This is an optimization exercise on Yosys and OpenROAD, whose aim is small area, not a production implementation.
Only simulation tests tie the RTL to the original design; equivalence was not proved.
No activity file was given, so power comes from the tool's default toggle rates.

==> flow/design.v <==
module ITVM(clk,rst,vehicleType,destination,seatType,numSeat,confirm,paymentMethod,mobileBank,tk50,tk100,tk500,tk1000,cashin,ticket,totalFare, returnMoney);
input clk, rst;
input [1:0]vehicleType;  
input destination; 
input [1:0]seatType;  
input [11:0]numSeat;
input confirm;
input paymentMethod; 
input mobileBank;  
input tk50;
input tk100;
input tk500;
input tk1000;
output [13:0]cashin;
output ticket;
output [13:0]returnMoney;
output [13:0] totalFare;
reg [12:0] cash;
reg [2:0] pend;
localparam P_NONE = 3'd0, P_50 = 3'd1, P_100 = 3'd2, P_500 = 3'd3, P_1000 = 3'd4;
reg [11:0] fare;
reg [12:0] ret;
reg [3:0] state;
localparam
Start = 4'd0,
chooseVehicle = 4'd1,
chooseDestination = 4'd2,
calculation = 4'd3,
confirmation = 4'd4,
choosePayment = 4'd5,
mobilebaking = 4'd6,
cashcount = 4'd7,
ticketOut = 4'd8,
returnticket = 4'd9,
ticketStart = 4'd10,  
resetStart = 4'd11;  
assign cashin = {cash, 1'b0};
assign totalFare = {fare, 2'b00};
assign returnMoney = {ret, 1'b0};
assign ticket = (state == ticketStart);
function [12:0] rca;
  input [12:0] a, b;
  input ci;
  integer i;
  reg c;
  begin
    c = ci;
    for (i = 0; i < 13; i = i + 1) begin
      rca[i] = a[i] ^ b[i] ^ c;
      c = (a[i] & b[i]) | (c & (a[i] ^ b[i]));
    end
  end
endfunction
reg [8:0] addv;
always @(*) begin
  case (pend)
    P_50: addv = 9'd25;
    P_100: addv = 9'd50;
    P_500: addv = 9'd250;
    P_1000: addv = 9'd500;
    default: addv = 9'd0;
  endcase
end
wire [12:0] ncSum = rca(cash, {4'd0, addv}, 1'b0);
wire [12:0] noteCounter = (state == resetStart) ? 13'd0 : ncSum;
always @(posedge clk) begin
  cash <= noteCounter;
  if (tk50) pend <= P_50;
  else if (tk100) pend <= P_100;
  else if (tk500) pend <= P_500;
  else if (tk1000) pend <= P_1000;
  else pend <= P_NONE;
end
reg valid, a4, a8, b1, b2, bn;
always @(*) begin
  valid = 1'b1;
  {a4, a8, b1, b2, bn} = 5'b00000;
  case ({vehicleType, destination, seatType})
    5'b00_0_00: {a4, b2} = 2'b11;           
    5'b00_0_01: a4 = 1'b1;                  
    5'b00_1_00: {a8, b2} = 2'b11;           
    5'b00_1_01: {a4, b1} = 2'b11;           
    5'b01_0_00: a4 = 1'b1;                  
    5'b01_0_01: {a4, bn} = 2'b11;           
    5'b01_1_00: {a4, b1} = 2'b11;           
    5'b01_1_01: {a4, bn} = 2'b11;           
    5'b10_0_00: a4 = 1'b1;                  
    5'b10_0_01: b2 = 1'b1;                  
    5'b10_1_00: {a8, bn} = 2'b11;           
    5'b10_1_01: {a4, b1} = 2'b11;           
    5'b11_0_10: a8 = 1'b1;                  
    5'b11_0_11: a4 = 1'b1;                  
    5'b11_1_10: {a8, b2} = 2'b11;           
    5'b11_1_11: {a4, b2} = 2'b11;           
    default: valid = 1'b0;
  endcase
  if (rst) {a4, a8, b1, b2, bn} = 5'b00000;
end
wire aero = (vehicleType == 2'b11);
wire [11:0] x = numSeat;
wire [11:0] xp = {rca({3'd0, x[11:2]}, {3'd0, x[9:0] & {10{aero}}}, 1'b0), x[1:0]};
wire [11:0] opA = ({12{a4}} & {xp[9:0], 2'b0}) | ({12{a8}} & {xp[8:0], 3'b0});
wire [11:0] opB = ({12{b1}} & xp) | ({12{b2}} & {xp[10:0], 1'b0}) | ({12{bn}} & ~xp);
wire [11:0] z = rca({1'b0, opA}, {1'b0, opB}, bn);
wire [11:0] t1 = {z[8:0], 3'b0};
wire [11:0] t2 = {z[7:0], 4'b0};
wire [11:0] cs = z ^ t1 ^ t2;
wire [11:0] cc = ((z & t1) | (z & t2) | (t1 & t2));
wire [11:0] prod = rca({1'b0, cs}, {1'b0, cc[10:0], 1'b0}, 1'b0);
wire [12:0] dsum = rca({1'b0, cash[12:1]}, {1'b0, ~fare}, 1'b1);
wire [11:0] diff = dsum[11:0];
wire nb = dsum[12];             
wire same = (diff == 12'd0);    
wire eq = same & !cash[0];
wire gt = nb & !eq;
always @(posedge clk) begin
  if (rst || (state == calculation && valid)) fare <= prod;
  if (rst) begin
    state <= resetStart;
    ret <= 13'd0;
  end else begin
    ret <= 13'd0;
    case (state)
      Start, ticketStart, resetStart: state <= chooseVehicle;
      chooseVehicle: state <= chooseDestination;
      chooseDestination: state <= calculation;
      calculation: if (valid) state <= confirmation;
      confirmation: state <= confirm ? choosePayment : Start;
      choosePayment: state <= paymentMethod ? mobilebaking : cashcount;
      mobilebaking: state <= mobileBank ? ticketOut : Start;
      cashcount: state <= gt ? returnticket : (eq ? ticketOut : cashcount);
      ticketOut: state <= ticketStart;
      returnticket: begin
        state <= ticketStart;
        ret <= {diff, cash[0]};
      end
      default: state <= Start;
    endcase
  end
end
endmodule
export LEC_CHECK = 0
export CAP_MARGIN = 20
export CORE_MARGIN = 2
export CORE_UTILIZATION = 40
export SLEW_MARGIN = 20
create_clock -name core_clock -period 10.0 [get_ports {clk}]
standard.sh (not shown) runs the stock make flow with config.mk's settings and CLKGATE_MAP_FILE= SYNTH_SCRIPT=/design/flow/synth_recipe.tcl, a recipe that flattens the netlist after the stock synthesis.
==> flow/flow/run.sh <==
#!/bin/bash
# The standard layout (standard.sh), with three changes:
#  - synthesis maps logic with an area-oriented ABC script (flow/mysynth.tcl);
#  - port buffers are buf_1 cells instead of the default choice;
#  - clock tree synthesis adds no dummy loads to the clock nets.
set -euo pipefail
here=$(pwd)
bash standard.sh SYNTH_SCRIPT="$here/flow/mysynth.tcl" \
  BUFFER_PORTS_ARGS="-buffer_cell sky130_fd_sc_hd__buf_1" \
  CTS_ARGS="-sink_clustering_enable -repair_clock_nets -dont_use_dummy_load" \
  finish > standard.log 2>&1
==> flow/flow/abc_area.script <==
&get -n
&st
&deepsyn -T 40
&put
dch -f
amap
&get -n
&st
&deepsyn -T 20 -S 7
&put
dch
amap
==> flow/flow/mysynth.tcl <==
# The standard flow's synthesis script (synth_recipe.tcl), with two changes for area:
#  - ABC runs an area-oriented script (abc_area.script beside this file)
#    instead of ORFS's speed script;
#  - only full adders are extracted as adder cells; half adders stay plain
#    logic for ABC to map.
set my_abc_script [file join [file dirname [file normalize [info script]]] abc_area.script]
proc synth {args} { yosys synth -nofsm -noshare {*}$args }
proc abc {args} {
  set i [lsearch $args -script]
  if {$i >= 0} { lset args [expr {$i + 1}] $::my_abc_script }
  yosys abc {*}$args
}
proc extract_fa {args} { yosys extract_fa -fa }
source $::env(SCRIPTS_DIR)/synth.tcl
# left out here: clear keep_hierarchy, flatten, clean up, hide names made inside functions, write 1_2_yosys.v
==> next run, changes <==
--- a/flow/design.v
+++ b/flow/design.v
@@ -71,39 +71,41 @@
   else if (tk1000) pend <= P_1000;
   else pend <= P_NONE;
 end
 reg valid, a4, a8, b1, b2, bn;
 always @(*) begin
   valid = 1'b1;
-  {a4, a8, b1, b2, bn} = 5'b00000;
+  {a8, b1, b2, bn} = 4'b0000;
+  a4 = 1'b0;
   case ({vehicleType, destination, seatType})
-    5'b00_0_00: {a4, b2} = 2'b11;           
-    5'b00_0_01: a4 = 1'b1;                  
+    5'b00_0_00: {b2} = 1'b1;                
+    5'b00_0_01: ;                           
     5'b00_1_00: {a8, b2} = 2'b11;           
-    5'b00_1_01: {a4, b1} = 2'b11;           
-    5'b01_0_00: a4 = 1'b1;                  
-    5'b01_0_01: {a4, bn} = 2'b11;           
-    5'b01_1_00: {a4, b1} = 2'b11;           
-    5'b01_1_01: {a4, bn} = 2'b11;           
-    5'b10_0_00: a4 = 1'b1;                  
-    5'b10_0_01: b2 = 1'b1;                  
-    5'b10_1_00: {a8, bn} = 2'b11;           
-    5'b10_1_01: {a4, b1} = 2'b11;           
+    5'b00_1_01: {b1} = 1'b1;                
+    5'b01_0_00: ;                           
+    5'b01_0_01: {b1, bn} = 2'b11;           
+    5'b01_1_00: {b1} = 1'b1;                
+    5'b01_1_01: {b1, bn} = 2'b11;           
+    5'b10_0_00: ;                           
+    5'b10_0_01: {b2, bn} = 2'b11;           
+    5'b10_1_00: {a8, b1, bn} = 3'b111;      
+    5'b10_1_01: {b1} = 1'b1;                
     5'b11_0_10: a8 = 1'b1;                  
-    5'b11_0_11: a4 = 1'b1;                  
+    5'b11_0_11: ;                           
     5'b11_1_10: {a8, b2} = 2'b11;           
-    5'b11_1_11: {a4, b2} = 2'b11;           
+    5'b11_1_11: {b2} = 1'b1;                
     default: valid = 1'b0;
   endcase
+  a4 = !a8;
   if (rst) {a4, a8, b1, b2, bn} = 5'b00000;
 end
 wire aero = (vehicleType == 2'b11);
 wire [11:0] x = numSeat;
 wire [11:0] xp = {rca({3'd0, x[11:2]}, {3'd0, x[9:0] & {10{aero}}}, 1'b0), x[1:0]};
 wire [11:0] opA = ({12{a4}} & {xp[9:0], 2'b0}) | ({12{a8}} & {xp[8:0], 3'b0});
-wire [11:0] opB = ({12{b1}} & xp) | ({12{b2}} & {xp[10:0], 1'b0}) | ({12{bn}} & ~xp);
+wire [11:0] opB = (({12{b1}} & xp) | ({12{b2}} & {xp[10:0], 1'b0})) ^ {12{bn}};
 wire [11:0] z = rca({1'b0, opA}, {1'b0, opB}, bn);
 wire [11:0] t1 = {z[8:0], 3'b0};
 wire [11:0] t2 = {z[7:0], 4'b0};
 wire [11:0] cs = z ^ t1 ^ t2;
 wire [11:0] cc = ((z & t1) | (z & t2) | (t1 & t2));
 wire [11:0] prod = rca({1'b0, cs}, {1'b0, cc[10:0], 1'b0}, 1'b0);
After rerunning:
- The new run completed without violations
- setup slack gains 0.13 ns
- area after synthesis grows by 0.60%
- total power shrinks by 2.3%
- non-clock buffer count shrinks by 3
- critical path depth shrinks by 3
- final area barely changes
- sequential share of layout area stays flat

* * *

Setup of the baseline:
ITVM with an RTL version that a note above also has.
Size: ~340 cells after synthesis, roughly 45 flip-flops, ~69 I/O pins, ~3100 um2 of cells after synthesis.
==> flow/design.v (excerpt) <==
module ITVM(clk,rst,vehicleType,destination,seatType,numSeat,confirm,paymentMethod,mobileBank,tk50,tk100,tk500,tk1000,cashin,ticket,totalFare, returnMoney);
==> module ITVM, before the edit <==
module ITVM(clk,rst,vehicleType,destination,seatType,numSeat,confirm,paymentMethod,mobileBank,tk50,tk100,tk500,tk1000,cashin,ticket,totalFare, returnMoney);
input clk, rst;
input [1:0]vehicleType;  
input destination; 
input [1:0]seatType;  
input [11:0]numSeat;
input confirm;
input paymentMethod; 
input mobileBank;  
input tk50;
input tk100;
input tk500;
input tk1000;
output [13:0]cashin;
output ticket;
output [13:0]returnMoney;
output [13:0] totalFare;
reg [12:0] cash;
reg [2:0] pend;
localparam P_NONE = 3'd0, P_50 = 3'd1, P_100 = 3'd2, P_500 = 3'd3, P_1000 = 3'd4;
reg [11:0] fare;
reg [12:0] ret;
reg [3:0] state;
localparam
Start = 4'd0,
chooseVehicle = 4'd1,
chooseDestination = 4'd2,
calculation = 4'd3,
confirmation = 4'd4,
choosePayment = 4'd5,
mobilebaking = 4'd6,
cashcount = 4'd7,
ticketOut = 4'd8,
returnticket = 4'd9,
ticketStart = 4'd10,  
resetStart = 4'd11;  
assign cashin = {cash, 1'b0};
assign totalFare = {fare, 2'b00};
assign returnMoney = {ret, 1'b0};
assign ticket = (state == ticketStart);
function [12:0] rca;
  input [12:0] a, b;
  input ci;
  integer i;
  reg c;
  begin
    c = ci;
    for (i = 0; i < 13; i = i + 1) begin
      rca[i] = a[i] ^ b[i] ^ c;
      c = (a[i] & b[i]) | (c & (a[i] ^ b[i]));
    end
  end
endfunction
reg [8:0] addv;
always @(*) begin
  case (pend)
    P_50: addv = 9'd25;
    P_100: addv = 9'd50;
    P_500: addv = 9'd250;
    P_1000: addv = 9'd500;
    default: addv = 9'd0;
  endcase
end
wire [12:0] ncSum = rca(cash, {4'd0, addv}, 1'b0);
wire [12:0] noteCounter = (state == resetStart) ? 13'd0 : ncSum;
always @(posedge clk) begin
  cash <= noteCounter;
  if (tk50) pend <= P_50;
  else if (tk100) pend <= P_100;
  else if (tk500) pend <= P_500;
  else if (tk1000) pend <= P_1000;
  else pend <= P_NONE;
end
reg valid, a4, a8, b1, b2, bn;
always @(*) begin
  valid = 1'b1;
  {a8, b1, b2, bn} = 4'b0000;
  a4 = 1'b0;
  case ({vehicleType, destination, seatType})
    5'b00_0_00: {b2} = 1'b1;                
    5'b00_0_01: ;                           
    5'b00_1_00: {a8, b2} = 2'b11;           
    5'b00_1_01: {b1} = 1'b1;                
    5'b01_0_00: ;                           
    5'b01_0_01: {b1, bn} = 2'b11;           
    5'b01_1_00: {b1} = 1'b1;                
    5'b01_1_01: {b1, bn} = 2'b11;           
    5'b10_0_00: ;                           
    5'b10_0_01: {b2, bn} = 2'b11;           
    5'b10_1_00: {a8, b1, bn} = 3'b111;      
    5'b10_1_01: {b1} = 1'b1;                
    5'b11_0_10: a8 = 1'b1;                  
    5'b11_0_11: ;                           
    5'b11_1_10: {a8, b2} = 2'b11;           
    5'b11_1_11: {b2} = 1'b1;                
    default: valid = 1'b0;
  endcase
  a4 = !a8;
  if (rst) {a4, a8, b1, b2, bn} = 5'b00000;
end
wire aero = (vehicleType == 2'b11);
wire [11:0] x = numSeat;
wire [11:0] xp = {rca({3'd0, x[11:2]}, {3'd0, x[9:0] & {10{aero}}}, 1'b0), x[1:0]};
wire [11:0] opA = ({12{a4}} & {xp[9:0], 2'b0}) | ({12{a8}} & {xp[8:0], 3'b0});
wire [11:0] opB = (({12{b1}} & xp) | ({12{b2}} & {xp[10:0], 1'b0})) ^ {12{bn}};
wire [11:0] z = rca({1'b0, opA}, {1'b0, opB}, bn);
wire [11:0] t1 = {z[8:0], 3'b0};
wire [11:0] t2 = {z[7:0], 4'b0};
wire [11:0] cs = z ^ t1 ^ t2;
wire [11:0] cc = ((z & t1) | (z & t2) | (t1 & t2));
wire [11:0] prod = rca({1'b0, cs}, {1'b0, cc[10:0], 1'b0}, 1'b0);
wire [12:0] dsum = rca({1'b0, cash[12:1]}, {1'b0, ~fare}, 1'b1);
wire [11:0] diff = dsum[11:0];
wire nb = dsum[12];             
wire same = (diff == 12'd0);    
wire eq = same & !cash[0];
wire gt = nb & !eq;
always @(posedge clk) begin
  if (rst || (state == calculation && valid)) fare <= prod;
  if (rst) begin
    state <= resetStart;
    ret <= 13'd0;
  end else begin
    ret <= 13'd0;
    case (state)
      Start, ticketStart, resetStart: state <= chooseVehicle;
      chooseVehicle: state <= chooseDestination;
      chooseDestination: state <= calculation;
      calculation: if (valid) state <= confirmation;
      confirmation: state <= confirm ? choosePayment : Start;
      choosePayment: state <= paymentMethod ? mobilebaking : cashcount;
      mobilebaking: state <= mobileBank ? ticketOut : Start;
      cashcount: state <= gt ? returnticket : (eq ? ticketOut : cashcount);
      ticketOut: state <= ticketStart;
      returnticket: begin
        state <= ticketStart;
        ret <= {diff, cash[0]};
      end
      default: state <= Start;
    endcase
  end
end
endmodule
export LEC_CHECK = 0
export CAP_MARGIN = 20
export CORE_MARGIN = 2
export CORE_UTILIZATION = 40
export SLEW_MARGIN = 20
create_clock -name core_clock -period 10.0 [get_ports {clk}]
==> flow/flow/run.sh <==
#!/bin/bash
# The standard layout (standard.sh), with two changes:
#  - synthesis maps logic with an area-oriented ABC script (flow/mysynth.tcl);
#  - port buffers are buf_1 cells instead of the default choice.
set -euo pipefail
here=$(pwd)
bash standard.sh SYNTH_SCRIPT="$here/flow/mysynth.tcl" \
  BUFFER_PORTS_ARGS="-buffer_cell sky130_fd_sc_hd__buf_1" finish > standard.log 2>&1
Scripts as last shown in full above: flow/flow/abc_area.script, flow/flow/mysynth.tcl
Input-level comparison between the candidate and the baseline:
==> flow/design.v <==
module ITVM(clk,rst,vehicleType,destination,seatType,numSeat,confirm,paymentMethod,mobileBank,tk50,tk100,tk500,tk1000,cashin,ticket,totalFare, returnMoney);
input clk, rst;
input [1:0]vehicleType;  
input destination; 
input [1:0]seatType;  
input [11:0]numSeat;
input confirm;
input paymentMethod; 
input mobileBank;  
input tk50;
input tk100;
input tk500;
input tk1000;
output [13:0]cashin;
output ticket;
output [13:0]returnMoney;
output [13:0] totalFare;
reg [12:0] cash;
reg [2:0] pend;
localparam P_NONE = 3'd0, P_50 = 3'd1, P_100 = 3'd2, P_500 = 3'd3, P_1000 = 3'd4, P_ZERO = 3'd5;
reg [11:0] fare;
reg [12:0] ret;
reg [3:0] state;
localparam
Start = 4'd0,
chooseVehicle = 4'd1,
chooseDestination = 4'd2,
calculation = 4'd3,
confirmation = 4'd4,
choosePayment = 4'd5,
mobilebaking = 4'd6,
cashcount = 4'd7,
ticketOut = 4'd8,
returnticket = 4'd9,
ticketStart = 4'd10;  
assign cashin = {cash, 1'b0};
assign totalFare = {fare, 2'b00};
assign returnMoney = {ret, 1'b0};
assign ticket = (state == ticketStart);
function [12:0] rca;
  input [12:0] a, b;
  input ci;
  integer i;
  reg c;
  begin
    c = ci;
    for (i = 0; i < 13; i = i + 1) begin
      rca[i] = a[i] ^ b[i] ^ c;
      c = (a[i] & b[i]) | (c & (a[i] ^ b[i]));
    end
  end
endfunction
reg [8:0] addv;
always @(*) begin
  case (pend)
    P_50: addv = 9'd25;
    P_100: addv = 9'd50;
    P_500: addv = 9'd250;
    P_1000: addv = 9'd500;
    default: addv = 9'd0;
  endcase
end
wire [12:0] ncSum = rca(cash, {4'd0, addv}, 1'b0);
wire [12:0] noteCounter = (pend == P_ZERO) ? 13'd0 : ncSum;
always @(posedge clk) begin
  cash <= noteCounter;
  if (rst) pend <= P_ZERO;
  else if (tk50) pend <= P_50;
  else if (tk100) pend <= P_100;
  else if (tk500) pend <= P_500;
  else if (tk1000) pend <= P_1000;
  else pend <= P_NONE;
end
reg valid, a4, a8, b1, b2, bn;
always @(*) begin
  valid = 1'b1;
  {a8, b1, b2, bn} = 4'b0000;
  a4 = 1'b0;
  case ({vehicleType, destination, seatType})
    5'b00_0_00: {b2} = 1'b1;                
    5'b00_0_01: ;                           
    5'b00_1_00: {a8, b2} = 2'b11;           
    5'b00_1_01: {b1} = 1'b1;                
    5'b01_0_00: ;                           
    5'b01_0_01: {b1, bn} = 2'b11;           
    5'b01_1_00: {b1} = 1'b1;                
    5'b01_1_01: {b1, bn} = 2'b11;           
    5'b10_0_00: ;                           
    5'b10_0_01: {b2, bn} = 2'b11;           
    5'b10_1_00: {a8, b1, bn} = 3'b111;      
    5'b10_1_01: {b1} = 1'b1;                
    5'b11_0_10: a8 = 1'b1;                  
    5'b11_0_11: ;                           
    5'b11_1_10: {a8, b2} = 2'b11;           
    5'b11_1_11: {b2} = 1'b1;                
    default: valid = 1'b0;
  endcase
  a4 = !a8;
  if (rst) {a4, a8, b1, b2, bn} = 5'b00000;
end
wire aero = (vehicleType == 2'b11);
wire [11:0] x = numSeat;
wire [11:0] xp = {rca({3'd0, x[11:2]}, {3'd0, x[9:0] & {10{aero}}}, 1'b0), x[1:0]};
wire [11:0] opA = ({12{a4}} & {xp[9:0], 2'b0}) | ({12{a8}} & {xp[8:0], 3'b0});
wire [11:0] opB = (({12{b1}} & xp) | ({12{b2}} & {xp[10:0], 1'b0})) ^ {12{bn}};
wire [11:0] z = rca({1'b0, opA}, {1'b0, opB}, bn);
wire [11:0] t1 = {z[8:0], 3'b0};
wire [11:0] t2 = {z[7:0], 4'b0};
wire [11:0] cs = z ^ t1 ^ t2;
wire [11:0] cc = ((z & t1) | (z & t2) | (t1 & t2));
wire [11:0] prod = rca({1'b0, cs}, {1'b0, cc[10:0], 1'b0}, 1'b0);
wire [12:0] dsum = rca({1'b0, cash[12:1]}, {1'b0, ~fare}, 1'b1);
wire [11:0] diff = dsum[11:0];
wire nb = dsum[12];             
wire same = (diff == 12'd0);    
wire eq = same & !cash[0];
wire gt = nb & !eq;
always @(posedge clk) begin
  if (rst || (state == calculation && valid)) fare <= prod;
  if (rst) begin
    state <= Start;
    ret <= 13'd0;
  end else begin
    ret <= 13'd0;
    case (state)
      Start, ticketStart: state <= chooseVehicle;
      chooseVehicle: state <= chooseDestination;
      chooseDestination: state <= calculation;
      calculation: if (valid) state <= confirmation;
      confirmation: state <= confirm ? choosePayment : Start;
      choosePayment: state <= paymentMethod ? mobilebaking : cashcount;
      mobilebaking: state <= mobileBank ? ticketOut : Start;
      cashcount: state <= gt ? returnticket : (eq ? ticketOut : cashcount);
      ticketOut: state <= ticketStart;
      returnticket: begin
        state <= ticketStart;
        ret <= {diff, cash[0]};
      end
      default: state <= Start;
    endcase
  end
end
endmodule
==> comparison <==
- When the candidate is measured against the baseline, its count of unique library cells instantiated by Yosys turns out 3 higher.
- The candidate against the baseline: pin count of the biggest net entering global routing decreased 6; worst hold margin barely changed; switching power total lost 17%; cell area after layout rose by 11 um2; headroom to the max-slew limit shows a reduction of 0.53 points.
- In the candidate relative to the baseline, power had gone down by more than 10%.
- Summary: with the baseline as the reference, gate count after technology mapping in the candidate moved down by a few percent.
- Total leakage power on the candidate is down relative to the baseline.
- Logic depth of the worst setup path including buffers sits higher in the candidate than in the baseline.

afterwards: timing with drivers on the ports:
Ports are ideal in the flow. The routed layouts listed here were re-timed in OpenROAD.
Step 1 (the two cells are an assumption about what drives the block):
set clk [get_ports {clk}]
set_driving_cell -lib_cell sky130_fd_sc_hd__clkbuf_16 $clk
set_driving_cell -lib_cell sky130_fd_sc_hd__buf_2 [delete_from_list [all_inputs] $clk]
Step 2 times the ports against the registers' clock, not the clock port: input delays grow and output delays shrink by t, the midpoint of the rising clock arrivals with the driver on.
a / b / c = ideal ports / drivers / drivers and shift; a / b = the first two.
run	shift t [ns]	setup WS [ns]	hold slack, ns	worst setup path after step 2
the first run of note 1	0.316	0.772 / 0.778 / 0.462	0.491 / 0.491 / 0.491	input to register
the second run of note 1	0.307	0.898 / 0.898 / 0.591	0.498 / 0.498 / 0.498	input to register
the baseline	0.314	0.903 / 0.906 / 0.592	0.498 / 0.498 / 0.498	input to register
the candidate	0.320	0.730 / 0.741 / 0.421	0.499 / 0.499 / 0.499	input to register
After both steps every run listed still meets setup and hold. For the baseline, which loses most, drivers alone change the setup slack by +0.003 ns; drivers and shift together by -0.311 ns.
